Source: an optimization exercise on an open RTL-to-GDS flow (aim: small area, a short achievable clock period and few clock cycles). Production flows keep margins and buffers that such runs may drop. At most, simulation tests tie the RTL to the original design; equivalence was not proved. For run 2, only the layout was checked, not whether the RTL still works.

==> flow/design.v, too long to show whole: its modules and the start of the top module <==
// module US_CSC: 1569 lines
module US_CSC (
   input  logic            Clock,
   input  logic            Resetn,
   output logic            SRAM_we_n,
   output logic   [17:0]   SRAM_address,
   input  logic   [15:0]   SRAM_read_data,
   output logic   [15:0]   SRAM_write_data,
   input  logic            US_CSC_enable,
   output logic            US_CSC_complete
);
  // ...
==> flow/flow/run.sh <==
#!/bin/bash
# The standard ORFS layout (standard.sh: standard synthesis, the design's clock
# period and constraints), with these changes to how the layout is made:
#  - every input and output port still gets a buffer, but a plain buf_2 instead of
#    the clkdlybuf4s50_1 delay cell that buffer_ports picks by default;
#  - repair_timing keeps 9 ns of setup slack as margin, so it also shortens paths
#    that already meet the 13.5 ns clock (upsizing, buffering, pin swaps);
#  - 65% core utilization;
#  - clock tree from clkbuf_16 cells with sink clusters of at most 32 sinks / 60 um.
# make's output goes to standard_run.log; ORFS keeps each step's log under orfs/logs/.
bash standard.sh SETUP_SLACK_MARGIN=9 CORE_UTILIZATION=65 \
  "BUFFER_PORTS_ARGS=-buffer_cell sky130_fd_sc_hd__buf_2" \
  CTS_BUF_LIST=sky130_fd_sc_hd__clkbuf_16 CTS_CLUSTER_SIZE=32 CTS_CLUSTER_DIAMETER=60 \
  finish > standard_run.log 2>&1
==> flow/standard.sh <==
#!/bin/bash
# synth_recipe.tcl (not shown) runs the flow's synth.tcl, then flattens the netlist and writes it again
# the make line also repeats each setting of config.mk as NAME=value (left out here)
make -C /OpenROAD-flow-scripts/flow DESIGN_CONFIG=/design/flow/config.mk WORK_HOME=/design/flow/orfs CLKGATE_MAP_FILE= SYNTH_SCRIPT=/design/flow/synth_recipe.tcl "${@:-finish}"
==> flow/config.mk <==
export PLATFORM = sky130hd
export DESIGN_NAME = US_CSC
export DESIGN_NICKNAME = US_CSC
export VERILOG_FILES = /design/flow/design.v
export SDC_FILE = /design/flow/constraint.sdc
export NUM_CORES = 4
export LEC_CHECK = 0
export CAP_MARGIN = 20
export CORE_MARGIN = 2
export CORE_UTILIZATION = 40
export SLEW_MARGIN = 20
==> flow/constraint.sdc <==
create_clock -name core_clock -period 13.5 [get_ports {Clock}]
set_input_delay 2.7000 -clock core_clock [delete_from_list [all_inputs] [get_ports {Clock}]]
set_output_delay 2.7000 -clock core_clock [all_outputs]
set_load 0.01 [all_outputs]
==> qor.txt, run 1 <==
Status = no timing/DRC/antenna violations
DR WL/cell = 18.84 um
Final net count = 2553
Worst Hold Depth = 0
Netlist cell types = 68
RSZ-0062 raised after global routing = true
WL final = 48180 um
Worst-Margin Slew = 1.031 ns
Leading area contributor after synthesis = fa_1
Grt met2 use = 45.11%
HPWL after DPL = 37130 um
TritonCTS clock tree = done
Post-route non-filler standard cell count = 2557
Worst path max stage delay = 0.37 ns
Compound-Gate Fraction of Synth Area = 9.625%
Worst slack at placement = 8.314 ns
Max Freq = 228.1 MHz
Combinational family with the most area after synthesis = adder cells
Biggest regs = sr: 104 flops, SRAM_address: 18 flops, waddr: 18 flops
Post-CTS Hold Fix Bufs = 0
Hold_ws = 0.4086 ns
CP Cell Sequence = nor2_1, nor3_1, a211oi_1, a21oi_1, buf_2
Crit-path leading delay family = flip-flops
DP Area = 21960 um2
Post-synthesis mux area share = 2.068%
Worst hold path class = flop to flop
Final WS setup = 9.116 ns
CTS sink cnt = 306
Met1 Usage GRT = 42.86%
Worst Path Arrival = 1.68 ns
Post-synth EDFFs = 104
Biggest register = sr
Yosys warning total = 2
Final slew viol count = 0
Post-synthesis xor/xnor area fraction = 4.031%
Max Used Layer = met4
Placed cell count = 2466
GP Congestion = 0.9741
Setup tns final = 0 ns
Testbench counts, summed over its fixed seeds: cycles 1,536,168.
==> inputs of run 2 (changes only) <==
--- a/flow/design.v
+++ b/flow/design.v
@@ -17,16 +17,18 @@
 logic [15:0] fr;            
 logic [6:0]  col;           
 logic [17:0] waddr;         
 logic [7:0]  sr [0:12];
 logic [7:0]  ys;            
 logic [7:0]  yp, up;        
 logic [9:0]  vp;            
 logic [7:0]  vpc;           
+logic [9:0]  vq;            
+logic [7:0]  vpn;           
 logic [9:0]  up3;           
 logic [7:0]  usel;
 logic [9:0]  ufr;           
 logic [9:0]  usel10;
 logic [7:0]  bufb, bufg;    
 logic [10:0] rreg, greg, breg;   
 logic [7:0]  rcl, gcl, bcl;      
 logic        osel1, osel2;       
@@ -51,16 +53,17 @@
    end
 end
 assign usel10 = (ph == 4'd3 || ph == 4'd6) ? ufr : {2'b00, sr[3]};
 assign usel = usel10[9] ? 8'd0 : (usel10[8] ? 8'hff : usel10[7:0]);
 assign rcl = rreg[10] ? 8'd0 : (rreg[9:8] != 2'd0 ? 8'hff : rreg[7:0]);
 assign gcl = greg[10] ? 8'd0 : (greg[9:8] != 2'd0 ? 8'hff : greg[7:0]);
 assign bcl = breg[10] ? 8'd0 : (breg[9:8] != 2'd0 ? 8'hff : breg[7:0]);
 assign vpc = (vp[7:0] & {8{vp[8]}}) | {8{vp[9]}};
+assign vpn = (vq[7:0] | {8{vq[8]}}) & {8{vq[9]}};
 assign SRAM_write_data = osel1 ? {bufb, rcl} : (osel2 ? {bufg, bufb} : {rcl, gcl});
 wire dd_w1 = ta[1] ^ tf[1];
 wire dd_w2 = ta[1] & tf[1];
 wire dd_w3 = ta[2] ^ tf[2];
 wire dd_w4 = ta[2] & tf[2];
 wire dd_w5 = ta[3] ^ tf[3];
 wire dd_w6 = ta[3] & tf[3];
 wire dd_w7 = ta[4] ^ tf[4];
@@ -826,110 +829,110 @@
 wire gs_w5 = yp[6] ^ yp[4] ^ yp[2];
 wire gs_w6 = (yp[6] & yp[4]) | (yp[6] & yp[2]) | (yp[4] & yp[2]);
 wire gs_w7 = ~up3[2] ^ ~up[5];
 wire gs_w8 = ~up3[2] & ~up[5];
 wire gs_w9 = yp[7] ^ yp[5] ^ yp[3];
 wire gs_w10 = (yp[7] & yp[5]) | (yp[7] & yp[3]) | (yp[5] & yp[3]);
 wire gs_w11 = yp[0] ^ ~up3[3] ^ ~up[6];
 wire gs_w12 = (yp[0] & ~up3[3]) | (yp[0] & ~up[6]) | (~up3[3] & ~up[6]);
-wire gs_w13 = ~vpc[4] ^ ~vpc[2];
-wire gs_w14 = ~vpc[4] & ~vpc[2];
+wire gs_w13 = vpn[4] ^ vpn[2];
+wire gs_w14 = vpn[4] & vpn[2];
 wire gs_w15 = yp[6] ^ yp[4] ^ yp[1];
 wire gs_w16 = (yp[6] & yp[4]) | (yp[6] & yp[1]) | (yp[4] & yp[1]);
-wire gs_w17 = ~up3[4] ^ ~up[7] ^ ~vpc[5];
-wire gs_w18 = (~up3[4] & ~up[7]) | (~up3[4] & ~vpc[5]) | (~up[7] & ~vpc[5]);
-wire gs_w19 = ~vpc[3] ^ ~vpc[2];
-wire gs_w20 = ~vpc[3] & ~vpc[2];
+wire gs_w17 = ~up3[4] ^ ~up[7] ^ vpn[5];
+wire gs_w18 = (~up3[4] & ~up[7]) | (~up3[4] & vpn[5]) | (~up[7] & vpn[5]);
+wire gs_w19 = vpn[3] ^ vpn[2];
+wire gs_w20 = vpn[3] & vpn[2];
 wire gs_w21 = yp[7] ^ yp[5] ^ yp[2];
 wire gs_w22 = (yp[7] & yp[5]) | (yp[7] & yp[2]) | (yp[5] & yp[2]);
-wire gs_w23 = ~up3[5] ^ ~vpc[6] ^ ~vpc[4];
-wire gs_w24 = (~up3[5] & ~vpc[6]) | (~up3[5] & ~vpc[4]) | (~vpc[6] & ~vpc[4]);
-wire gs_w25 = ~vpc[3] ^ 1'b1;
-wire gs_w26 = ~vpc[3] & 1'b1;
+wire gs_w23 = ~up3[5] ^ vpn[6] ^ vpn[4];
+wire gs_w24 = (~up3[5] & vpn[6]) | (~up3[5] & vpn[4]) | (vpn[6] & vpn[4]);
+wire gs_w25 = vpn[3] ^ 1'b1;
+wire gs_w26 = vpn[3] & 1'b1;
 wire gs_w27 = yp[6] ^ yp[3] ^ ~up3[6];
 wire gs_w28 = (yp[6] & yp[3]) | (yp[6] & ~up3[6]) | (yp[3] & ~up3[6]);
-wire gs_w29 = ~vpc[7] ^ ~vpc[5];
-wire gs_w30 = ~vpc[7] & ~vpc[5];
+wire gs_w29 = vpn[7] ^ vpn[5];
+wire gs_w30 = vpn[7] & vpn[5];
 wire gs_w31 = yp[7] ^ yp[4] ^ ~up3[7];
 wire gs_w32 = (yp[7] & yp[4]) | (yp[7] & ~up3[7]) | (yp[4] & ~up3[7]);
 wire gs_w33 = ~yp[3] ^ ~up3[2];
 wire gs_w34 = ~yp[3] & ~up3[2];
-wire gs_w35 = ~yp[4] ^ ~up3[3] ^ ~vpc[6];
-wire gs_w36 = (~yp[4] & ~up3[3]) | (~yp[4] & ~vpc[6]) | (~up3[3] & ~vpc[6]);
-wire gs_w37 = ~yp[5] ^ ~up3[4] ^ ~vpc[7];
-wire gs_w38 = (~yp[5] & ~up3[4]) | (~yp[5] & ~vpc[7]) | (~up3[4] & ~vpc[7]);
+wire gs_w35 = ~yp[4] ^ ~up3[3] ^ vpn[6];
+wire gs_w36 = (~yp[4] & ~up3[3]) | (~yp[4] & vpn[6]) | (~up3[3] & vpn[6]);
+wire gs_w37 = ~yp[5] ^ ~up3[4] ^ vpn[7];
+wire gs_w38 = (~yp[5] & ~up3[4]) | (~yp[5] & vpn[7]) | (~up3[4] & vpn[7]);
 wire gs_w39 = ~yp[6] ^ ~up3[5];
 wire gs_w40 = ~yp[6] & ~up3[5];
 wire gs_w41 = ~yp[7] ^ yp[0] ^ ~up3[6];
 wire gs_w42 = (~yp[7] & yp[0]) | (~yp[7] & ~up3[6]) | (yp[0] & ~up3[6]);
 wire gs_w43 = yp[1] ^ ~up[0];
 wire gs_w44 = yp[1] & ~up[0];
 wire gs_w45 = yp[2] ^ yp[0] ^ ~up[1];
 wire gs_w46 = (yp[2] & yp[0]) | (yp[2] & ~up[1]) | (yp[0] & ~up[1]);
-wire gs_w47 = ~up3[8] ^ ~vpc[6];
-wire gs_w48 = ~up3[8] & ~vpc[6];
+wire gs_w47 = ~up3[8] ^ vpn[6];
+wire gs_w48 = ~up3[8] & vpn[6];
 wire gs_w49 = yp[3] ^ yp[1] ^ ~up[2];
 wire gs_w50 = (yp[3] & yp[1]) | (yp[3] & ~up[2]) | (yp[1] & ~up[2]);
-wire gs_w51 = ~up3[9] ^ ~vpc[7] ^ ~vpc[0];
-wire gs_w52 = (~up3[9] & ~vpc[7]) | (~up3[9] & ~vpc[0]) | (~vpc[7] & ~vpc[0]);
+wire gs_w51 = ~up3[9] ^ vpn[7] ^ vpn[0];
+wire gs_w52 = (~up3[9] & vpn[7]) | (~up3[9] & vpn[0]) | (vpn[7] & vpn[0]);
 wire gs_w53 = yp[0] ^ ~up3[0] ^ ~up[3];
 wire gs_w54 = (yp[0] & ~up3[0]) | (yp[0] & ~up[3]) | (~up3[0] & ~up[3]);
-wire gs_w55 = ~vpc[1] ^ 1'b1 ^ gs_w1;
-wire gs_w56 = (~vpc[1] & 1'b1) | (~vpc[1] & gs_w1) | (1'b1 & gs_w1);
-wire gs_w57 = ~up3[1] ^ ~up[4] ^ ~vpc[2];
-wire gs_w58 = (~up3[1] & ~up[4]) | (~up3[1] & ~vpc[2]) | (~up[4] & ~vpc[2]);
-wire gs_w59 = ~vpc[0] ^ gs_w3 ^ gs_w2;
-wire gs_w60 = (~vpc[0] & gs_w3) | (~vpc[0] & gs_w2) | (gs_w3 & gs_w2);
-wire gs_w61 = ~vpc[3] ^ ~vpc[1] ^ ~vpc[0];
-wire gs_w62 = (~vpc[3] & ~vpc[1]) | (~vpc[3] & ~vpc[0]) | (~vpc[1] & ~vpc[0]);
+wire gs_w55 = vpn[1] ^ 1'b1 ^ gs_w1;
+wire gs_w56 = (vpn[1] & 1'b1) | (vpn[1] & gs_w1) | (1'b1 & gs_w1);
+wire gs_w57 = ~up3[1] ^ ~up[4] ^ vpn[2];
+wire gs_w58 = (~up3[1] & ~up[4]) | (~up3[1] & vpn[2]) | (~up[4] & vpn[2]);
+wire gs_w59 = vpn[0] ^ gs_w3 ^ gs_w2;
+wire gs_w60 = (vpn[0] & gs_w3) | (vpn[0] & gs_w2) | (gs_w3 & gs_w2);
+wire gs_w61 = vpn[3] ^ vpn[1] ^ vpn[0];
+wire gs_w62 = (vpn[3] & vpn[1]) | (vpn[3] & vpn[0]) | (vpn[1] & vpn[0]);
 wire gs_w63 = gs_w5 ^ gs_w7 ^ gs_w4;
 wire gs_w64 = (gs_w5 & gs_w7) | (gs_w5 & gs_w4) | (gs_w7 & gs_w4);
-wire gs_w65 = ~vpc[1] ^ gs_w9 ^ gs_w11;
-wire gs_w66 = (~vpc[1] & gs_w9) | (~vpc[1] & gs_w11) | (gs_w9 & gs_w11);
+wire gs_w65 = vpn[1] ^ gs_w9 ^ gs_w11;
+wire gs_w66 = (vpn[1] & gs_w9) | (vpn[1] & gs_w11) | (gs_w9 & gs_w11);
 wire gs_w67 = gs_w13 ^ gs_w6 ^ gs_w8;
 wire gs_w68 = (gs_w13 & gs_w6) | (gs_w13 & gs_w8) | (gs_w6 & gs_w8);
 wire gs_w69 = gs_w15 ^ gs_w17 ^ gs_w19;
 wire gs_w70 = (gs_w15 & gs_w17) | (gs_w15 & gs_w19) | (gs_w17 & gs_w19);
 wire gs_w71 = gs_w10 ^ gs_w12 ^ gs_w14;
 wire gs_w72 = (gs_w10 & gs_w12) | (gs_w10 & gs_w14) | (gs_w12 & gs_w14);
 wire gs_w73 = gs_w21 ^ gs_w23 ^ gs_w25;
 wire gs_w74 = (gs_w21 & gs_w23) | (gs_w21 & gs_w25) | (gs_w23 & gs_w25);
 wire gs_w75 = gs_w16 ^ gs_w18 ^ gs_w20;
 wire gs_w76 = (gs_w16 & gs_w18) | (gs_w16 & gs_w20) | (gs_w18 & gs_w20);
-wire gs_w77 = ~vpc[4] ^ gs_w27 ^ gs_w29;
-wire gs_w78 = (~vpc[4] & gs_w27) | (~vpc[4] & gs_w29) | (gs_w27 & gs_w29);
+wire gs_w77 = vpn[4] ^ gs_w27 ^ gs_w29;
+wire gs_w78 = (vpn[4] & gs_w27) | (vpn[4] & gs_w29) | (gs_w27 & gs_w29);
 wire gs_w79 = gs_w22 ^ gs_w24 ^ gs_w26;
 wire gs_w80 = (gs_w22 & gs_w24) | (gs_w22 & gs_w26) | (gs_w24 & gs_w26);
-wire gs_w81 = ~vpc[6] ^ ~vpc[5] ^ 1'b1;
-wire gs_w82 = (~vpc[6] & ~vpc[5]) | (~vpc[6] & 1'b1) | (~vpc[5] & 1'b1);
+wire gs_w81 = vpn[6] ^ vpn[5] ^ 1'b1;
+wire gs_w82 = (vpn[6] & vpn[5]) | (vpn[6] & 1'b1) | (vpn[5] & 1'b1);
 wire gs_w83 = gs_w31 ^ gs_w28 ^ gs_w30;
 wire gs_w84 = (gs_w31 & gs_w28) | (gs_w31 & gs_w30) | (gs_w28 & gs_w30);
-wire gs_w85 = yp[5] ^ ~up3[8] ^ ~vpc[7];
-wire gs_w86 = (yp[5] & ~up3[8]) | (yp[5] & ~vpc[7]) | (~up3[8] & ~vpc[7]);
-wire gs_w87 = ~vpc[6] ^ 1'b1 ^ gs_w32;
-wire gs_w88 = (~vpc[6] & 1'b1) | (~vpc[6] & gs_w32) | (1'b1 & gs_w32);
+wire gs_w85 = yp[5] ^ ~up3[8] ^ vpn[7];
+wire gs_w86 = (yp[5] & ~up3[8]) | (yp[5] & vpn[7]) | (~up3[8] & vpn[7]);
+wire gs_w87 = vpn[6] ^ 1'b1 ^ gs_w32;
+wire gs_w88 = (vpn[6] & 1'b1) | (vpn[6] & gs_w32) | (1'b1 & gs_w32);
 wire gs_w89 = yp[6] ^ ~up3[9];
 wire gs_w90 = yp[6] & ~up3[9];
 wire gs_w91 = ~yp[1] ^ ~up3[0];
 wire gs_w92 = ~yp[1] & ~up3[0];
 wire gs_w93 = ~yp[2] ^ ~up3[1];
 wire gs_w94 = ~yp[2] & ~up3[1];
-wire gs_w95 = ~vpc[5] ^ ~vpc[0] ^ 1'b1;
-wire gs_w96 = (~vpc[5] & ~vpc[0]) | (~vpc[5] & 1'b1) | (~vpc[0] & 1'b1);
-wire gs_w97 = ~vpc[1] ^ 1'b1 ^ gs_w35;
-wire gs_w98 = (~vpc[1] & 1'b1) | (~vpc[1] & gs_w35) | (1'b1 & gs_w35);
-wire gs_w99 = ~vpc[2] ^ 1'b1 ^ gs_w37;
-wire gs_w100 = (~vpc[2] & 1'b1) | (~vpc[2] & gs_w37) | (1'b1 & gs_w37);
-wire gs_w101 = ~vpc[3] ^ 1'b1 ^ gs_w39;
-wire gs_w102 = (~vpc[3] & 1'b1) | (~vpc[3] & gs_w39) | (1'b1 & gs_w39);
-wire gs_w103 = ~vpc[4] ^ 1'b1 ^ gs_w41;
-wire gs_w104 = (~vpc[4] & 1'b1) | (~vpc[4] & gs_w41) | (1'b1 & gs_w41);
-wire gs_w105 = ~up3[7] ^ ~vpc[5] ^ gs_w43;
-wire gs_w106 = (~up3[7] & ~vpc[5]) | (~up3[7] & gs_w43) | (~vpc[5] & gs_w43);
+wire gs_w95 = vpn[5] ^ vpn[0] ^ 1'b1;
+wire gs_w96 = (vpn[5] & vpn[0]) | (vpn[5] & 1'b1) | (vpn[0] & 1'b1);
+wire gs_w97 = vpn[1] ^ 1'b1 ^ gs_w35;
+wire gs_w98 = (vpn[1] & 1'b1) | (vpn[1] & gs_w35) | (1'b1 & gs_w35);
+wire gs_w99 = vpn[2] ^ 1'b1 ^ gs_w37;
+wire gs_w100 = (vpn[2] & 1'b1) | (vpn[2] & gs_w37) | (1'b1 & gs_w37);
+wire gs_w101 = vpn[3] ^ 1'b1 ^ gs_w39;
+wire gs_w102 = (vpn[3] & 1'b1) | (vpn[3] & gs_w39) | (1'b1 & gs_w39);
+wire gs_w103 = vpn[4] ^ 1'b1 ^ gs_w41;
+wire gs_w104 = (vpn[4] & 1'b1) | (vpn[4] & gs_w41) | (1'b1 & gs_w41);
+wire gs_w105 = ~up3[7] ^ vpn[5] ^ gs_w43;
+wire gs_w106 = (~up3[7] & vpn[5]) | (~up3[7] & gs_w43) | (vpn[5] & gs_w43);
 wire gs_w107 = 1'b1 ^ gs_w45 ^ gs_w47;
 wire gs_w108 = (1'b1 & gs_w45) | (1'b1 & gs_w47) | (gs_w45 & gs_w47);
 wire gs_w109 = gs_w49 ^ gs_w51 ^ gs_w46;
 wire gs_w110 = (gs_w49 & gs_w51) | (gs_w49 & gs_w46) | (gs_w51 & gs_w46);
 wire gs_w111 = gs_w53 ^ gs_w55 ^ gs_w50;
 wire gs_w112 = (gs_w53 & gs_w55) | (gs_w53 & gs_w50) | (gs_w55 & gs_w50);
 wire gs_w113 = gs_w57 ^ gs_w59 ^ gs_w54;
 wire gs_w114 = (gs_w57 & gs_w59) | (gs_w57 & gs_w54) | (gs_w59 & gs_w54);
@@ -942,24 +945,24 @@
 wire gs_w121 = gs_w73 ^ gs_w75 ^ gs_w70;
 wire gs_w122 = (gs_w73 & gs_w75) | (gs_w73 & gs_w70) | (gs_w75 & gs_w70);
 wire gs_w123 = gs_w77 ^ gs_w79 ^ gs_w74;
 wire gs_w124 = (gs_w77 & gs_w79) | (gs_w77 & gs_w74) | (gs_w79 & gs_w74);
 wire gs_w125 = gs_w81 ^ gs_w83 ^ gs_w78;
 wire gs_w126 = (gs_w81 & gs_w83) | (gs_w81 & gs_w78) | (gs_w83 & gs_w78);
 wire gs_w127 = gs_w85 ^ gs_w87 ^ gs_w82;
 wire gs_w128 = (gs_w85 & gs_w87) | (gs_w85 & gs_w82) | (gs_w87 & gs_w82);
-wire gs_w129 = ~vpc[7] ^ gs_w89 ^ gs_w86;
-wire gs_w130 = (~vpc[7] & gs_w89) | (~vpc[7] & gs_w86) | (gs_w89 & gs_w86);
-wire gs_w131 = ~yp[0] ^ ~vpc[2];
-wire gs_w132 = ~yp[0] & ~vpc[2];
-wire gs_w133 = ~vpc[3] ^ 1'b1 ^ gs_w91;
-wire gs_w134 = (~vpc[3] & 1'b1) | (~vpc[3] & gs_w91) | (1'b1 & gs_w91);
-wire gs_w135 = ~vpc[4] ^ gs_w93 ^ gs_w92;
-wire gs_w136 = (~vpc[4] & gs_w93) | (~vpc[4] & gs_w92) | (gs_w93 & gs_w92);
+wire gs_w129 = vpn[7] ^ gs_w89 ^ gs_w86;
+wire gs_w130 = (vpn[7] & gs_w89) | (vpn[7] & gs_w86) | (gs_w89 & gs_w86);
+wire gs_w131 = ~yp[0] ^ vpn[2];
+wire gs_w132 = ~yp[0] & vpn[2];
+wire gs_w133 = vpn[3] ^ 1'b1 ^ gs_w91;
+wire gs_w134 = (vpn[3] & 1'b1) | (vpn[3] & gs_w91) | (1'b1 & gs_w91);
+wire gs_w135 = vpn[4] ^ gs_w93 ^ gs_w92;
+wire gs_w136 = (vpn[4] & gs_w93) | (vpn[4] & gs_w92) | (gs_w93 & gs_w92);
 wire gs_w137 = gs_w33 ^ gs_w95 ^ gs_w94;
 wire gs_w138 = (gs_w33 & gs_w95) | (gs_w33 & gs_w94) | (gs_w95 & gs_w94);
 wire gs_w139 = gs_w34 ^ gs_w97 ^ gs_w96;
 wire gs_w140 = (gs_w34 & gs_w97) | (gs_w34 & gs_w96) | (gs_w97 & gs_w96);
 wire gs_w141 = gs_w36 ^ gs_w99 ^ gs_w98;
 wire gs_w142 = (gs_w36 & gs_w99) | (gs_w36 & gs_w98) | (gs_w99 & gs_w98);
 wire gs_w143 = gs_w38 ^ gs_w101 ^ gs_w100;
 wire gs_w144 = (gs_w38 & gs_w101) | (gs_w38 & gs_w100) | (gs_w101 & gs_w100);
@@ -988,20 +991,20 @@
 wire gs_w167 = gs_w80 ^ gs_w125 ^ gs_w124;
 wire gs_w168 = (gs_w80 & gs_w125) | (gs_w80 & gs_w124) | (gs_w125 & gs_w124);
 wire gs_w169 = gs_w84 ^ gs_w127 ^ gs_w126;
 wire gs_w170 = (gs_w84 & gs_w127) | (gs_w84 & gs_w126) | (gs_w127 & gs_w126);
 wire gs_w171 = gs_w88 ^ gs_w129 ^ gs_w128;
 wire gs_w172 = (gs_w88 & gs_w129) | (gs_w88 & gs_w128) | (gs_w129 & gs_w128);
 wire gs_w173 = yp[7] ^ gs_w90 ^ gs_w130;
 wire gs_w174 = (yp[7] & gs_w90) | (yp[7] & gs_w130) | (gs_w90 & gs_w130);
-wire gs_w175 = ~vpc[0] & 1'b1;
-wire gs_w176 = ~vpc[0] ^ 1'b1;
-wire gs_w177 = ~vpc[1] & 1'b0;
-wire gs_w178 = ~vpc[1] ^ 1'b0;
+wire gs_w175 = vpn[0] & 1'b1;
+wire gs_w176 = vpn[0] ^ 1'b1;
+wire gs_w177 = vpn[1] & 1'b0;
+wire gs_w178 = vpn[1] ^ 1'b0;
 wire gs_w179 = 1'b1 & gs_w131;
 wire gs_w180 = 1'b1 ^ gs_w131;
 wire gs_w181 = gs_w133 & gs_w132;
 wire gs_w182 = gs_w133 ^ gs_w132;
 wire gs_w183 = gs_w135 & gs_w134;
 wire gs_w184 = gs_w135 ^ gs_w134;
 wire gs_w185 = gs_w137 & gs_w136;
 wire gs_w186 = gs_w137 ^ gs_w136;
@@ -1505,18 +1508,23 @@
    fD <= dd_o;
    fE <= de_o;
    fC <= {1'b0, tc} + {1'b0, td};
    ufr <= fo10;
    if (ph == 4'd2 || ph == 4'd5) yp <= SRAM_read_data[15:8];
    else                          yp <= ys;
    up <= usel;
    up3 <= {2'b00, usel} + {1'b0, usel, 1'b0};
-   if (ph == 4'd3 || ph == 4'd6) vp <= {~fo10[9] & fo10[8], ~fo10[9] & ~fo10[8], fo10[7:0]};
-   else                          vp <= {2'b01, sr[4]};
+   if (ph == 4'd3 || ph == 4'd6) begin
+      vp <= {~fo10[9] & fo10[8], ~fo10[9] & ~fo10[8], fo10[7:0]};
+      vq <= ~{~fo10[9] & fo10[8], ~fo10[9] & ~fo10[8], fo10[7:0]};
+   end else begin
+      vp <= {2'b01, sr[4]};
+      vq <= ~{2'b01, sr[4]};
+   end
    ys <= SRAM_read_data[7:0];    
    if (ph == 4'd1 || ph == 4'd2 || ph == 4'd4 || ph == 4'd5) begin
       for (i = 0; i < 12; i = i + 1) sr[i] <= sr[i+1];
    end
    if (ph == 4'd3 || ph == 4'd4) begin
       sr[10] <= SRAM_read_data[15:8];
       sr[12] <= SRAM_read_data[7:0];
    end
==> flow/flow/run.sh (replaced) <==
#!/bin/bash
# The standard ORFS layout (standard.sh: standard synthesis, the design's clock
# period and constraints), with these changes to how the layout is made:
#  - every input and output port still gets a buffer, but a plain buf_2 instead of
#    the clkdlybuf4s50_1 delay cell that buffer_ports picks by default;
#  - repair_timing keeps 9 ns of setup slack as margin, so it also shortens paths
#    that already meet the 13.5 ns clock (upsizing, buffering, pin swaps);
#  - 60% core utilization;
#  - clock tree from clkbuf_16 cells with sink clusters of at most 24 sinks / 60 um.
# make's output goes to standard_run.log; ORFS keeps each step's log under orfs/logs/.
bash standard.sh SETUP_SLACK_MARGIN=9 CORE_UTILIZATION=60 \
  "BUFFER_PORTS_ARGS=-buffer_cell sky130_fd_sc_hd__buf_2" \
  CTS_BUF_LIST=sky130_fd_sc_hd__clkbuf_16 CTS_CLUSTER_SIZE=24 CTS_CLUSTER_DIAMETER=60 \
  finish > standard_run.log 2>&1
==> qor.txt, run 2 <==
RSZ-0062 raised after global routing = true (unchanged)
Critical Path End = greg[7] (was SRAM_write_data[5])
DP Area = 22420 um2 (was 21960 um2)
Initial DRC Count = 826 (was 1093)
WL final = 49160 um (was 48180 um)
Worst hold path class = flop to flop (unchanged)
Maxcap violations = 0 (unchanged)
Category of the most critical setup path = flop to flop (was flop to primary output)
Crit. path cell count = 17 (was 5)
Largest fanout on the critical path = 6 (was 8)
Final instance area = 23930 um2 (was 23520 um2)
Vias/cell = 5.448 (was 5.501)
Seq/Total Area, Yosys = 35.12% (was 34.94%)
Worst-Margin Slew = 0.9810 ns (was 1.031 ns)
Reg2reg end = greg[7] (unchanged)
Total core area = 35660 um2 (was 32370 um2)
Share of the synthesized area in the top cell type = 19.88% (was 20.31%)
Syn_nets = 2521 (was 2473)
Leading area contributor after synthesis = fa_1 (unchanged)
Min cycle time layout = 4.419 ns (was 4.384 ns)
Area growth, synth to finish = 9.996% (was 10.46%)
CP Launch Point = vq[9] (was greg[8])
Crit-path leading delay family = adder cells (was flip-flops)
Max Freq = 226.3 MHz (was 228.1 MHz)
Grt total ovfl = 0 (unchanged)
DR vias = 14257 (was 14067)
Clk latency of the worst-skew pair = 0.58 ns (was 0.57 ns)
Global-route usage over all layers = 26.75% (was 29.20%)
Number of nets with antenna violations after routing = 0 (unchanged)
Worst R2R Path Depth = 17 (was 16)
Synth Instances = 2067 (was 2017)
Type of destination of the critical path = flop (was primary output)
CP Cell Sequence = o21a_1, inv_2, fa_1, inv_1, fa_1, fa_1, inv_1, fa_1, inv_1, ha_4, a21o_1, a21o_1, a2111oi_4, a21oi_2, a31o_2, a21oi_2, xnor2_1 (was nor2_1, nor3_1, a211oi_1, a21oi_1, buf_2)
Most common cell after layout, fill and taps aside = inv_1 (unchanged)
Max-slew headroom = 34.04% (was 31.28%)
Setup crit start kind = flop (unchanged)
Final hold violation count = 0 (unchanged)
Worst Path Arrival = 4.92 ns (was 1.68 ns)
Status = no timing/DRC/antenna violations (unchanged)
Netlist cell types = 80 (was 68)
DR WL/cell = 18.79 um (was 18.84 um)
Biggest regs = sr: 104 flops, SRAM_address: 18 flops, waddr: 18 flops (unchanged)
CTS buffer count = 24 (unchanged)
Final slew viol count = 0 (unchanged)
Most frequent cells in the layout = 410 x inv_1, 215 x ha_1, 212 x fa_1 (was 400 x inv_1, 216 x ha_1, 213 x fa_1)
Chip width = 194.4 um (was 185.0 um)
Most instantiated cells after synthesis = 414 x inv_1, 219 x ha_1, 216 x fa_1, 164 x dfxtp_1, 132 x nand2_1 (was 410 x inv_1, 221 x ha_1, 216 x fa_1, 154 x dfxtp_1, 118 x nand2_1)
Setup tns final = 0 ns (unchanged)
Layout cells sized above 1 = 13.13% (was 13.33%)
Post-synth EDFFs = 104 (unchanged)
Async SR Flop Fraction = 15.19% (was 15.69%)
HPWL after DPL = 38990 um (was 37130 um)
Drt pass-1 iters = 5 (unchanged)
Mapped Area = 21750 um2 (was 21290 um2)
Buf+Inv Stages, Crit Path = 4 (was 1)
Clock Tree Buf Depth = 3 (unchanged)
Largest register FFs = 104 (unchanged)
Final net count = 2592 (was 2553)
GP Congestion = 0.9032 (was 0.9741)
CTS sink cnt = 316 (was 306)
Ratio of final minimum period to clock period = 32.74% (was 32.47%)
Yosys reg bits = 316 (was 306)
FP Rows = 69 (was 66)
Initial antenna violation count = 1 (was 0)
Area contributors post-synth = fa_1 20%, dfxtp_1 15%, edfxtp_1 14% (was fa_1 20%, edfxtp_1 15%, dfxtp_1 14%)
Vias in the first global route = 14594 (was 14183)
Cell with the most instances after synthesis = inv_1 (unchanged)
Final setup viols = 0 (unchanged)
Starting Density = 61.01% (was 65.78%)
Ports = 55 (unchanged)
Most common cell on crit path = fa_1
Ys flop type = dfxtp_1 (unchanged)
CP max-delay cell = fa_1 (was dfxtp_2)
Average size of a mapped cell = 10.52 um2 (was 10.56 um2)
Die Area = 37800 um2 (was 34220 um2)
Buffers added on ports = 54 (unchanged)
Worst path max stage delay = 0.54 ns (was 0.37 ns)
Crit Reg-Reg Startpoint = vq[9] (was vp[8])
Clock Skew = 0.02182 ns (was 0.02657 ns)
TritonCTS clock tree = done (unchanged)
Worst path required time = 14.00 ns (was 10.80 ns)
Largest net degree at the start of global routing = 89 (was 84)
Die height = 194.4 um (was 185.0 um)
Biggest register = sr (unchanged)
Yosys warning total = 2 (unchanged)
Antenna diode count = 0 (unchanged)
Root Driver = clkbuf_16 (unchanged)
Clock-pin slew on the worst setup and hold paths = 0.09 ns (about the same)
First-pass GRT wire length = 78790 um (was 76230 um)
H-Tree Depth = 1 (unchanged)
Worst R2R Setup Slack = 9.08 ns (was 9.13 ns)
Drc violations = 0 (unchanged)
## run 2: how the worst min path moves through the flow
stage	cells past startpoint	startpoint	end	slack (ns)
floorplan	0	sr[1][0]	sr[0][0]	0.40
global placement	0	sr[7][4]	sr[6][4]	0.40
detailed placement	0	sr[1][3]	sr[0][3]	0.41
CTS	0	sr[1][4]	sr[0][4]	0.42
global route	0	sr[1][4]	sr[0][4]	0.41
finish	0	sr[1][4]	sr[0][4]	0.41
## run 2: through the flow
stage                     cells  hold slack [ns]  utilization (%)  setup slack, ns
after floorplan            2067           0.4003                -            9.021
final                      2617           0.4119            67.11            9.081
after CTS                  2581           0.4184            65.76            9.002
after global placement     2529           0.4002            62.87            8.675
after global routing       2617           0.4112            67.11            8.929
after detailed placement   2529           0.4054            62.87            8.536
## run 2: repair_timing
action | in CTS | in global routing
hold buffers | 0 | 0
endpoints found under the setup margin | 40 | 40
pin swaps | 4 | 12
gates resized for setup | 49 | 47
setup buffers | 8 | 36
## run 2: cell type report
type,count,area [um2]
fillers,2819,11730
clock buffers,24,600.6
multi-input cells,1277,12570
inverters,415,1580
clock inverters,20,257.7
well taps,461,576.8
repair buffers,104,649.4
flip-flops and latches,316,7699
## run 2: cell families after synthesis
| logic type | synth area share [%] |
|---|---|
| xor+xnor | 4.066 |
| simple gates | 8.075 |
| mux | 2.243 |
| flops | 35.12 |
| compound gates | 9.754 |
| fa+ha+maj | 32.47 |
| buf+inv | 8.271 |
## run 2: layer usage
metal,wire length (um),vias to the layer above,global-route usage (%)
li1,-,6870,-
met1,23560,7013,39.48
met2,22150,318,42.67
met3,2684,56,4.147
met4,771,0,4.587
met5,0,-,0

[static timing again, ports no longer ideal]
The flow's constraints put no driver on any port. The routed layouts listed below were extracted and timed again, unchanged, in two steps.
Step 1 assumes that a clkbuf_16 drives the clock port and a buf_2 every other input.
Step 2 also shifts input and output timing later by t, the mid clock arrival at the registers, as if the neighbouring blocks saw the same clock.
Three values: no drivers, after step 1, after step 2; two values: the first two.
run	shift t [ns]	setup slack, ns	clock arrival spread, ns	slew at the worst register clock pin (ns)
run 1	0.611	9.116 / 9.058 / 9.130	0.029 / 0.029	0.09 / 0.09
run 2	0.624	9.081 / 9.037 / 9.081	0.025 / 0.024	0.09 / 0.09
After both steps setup and hold are still met in every run listed.
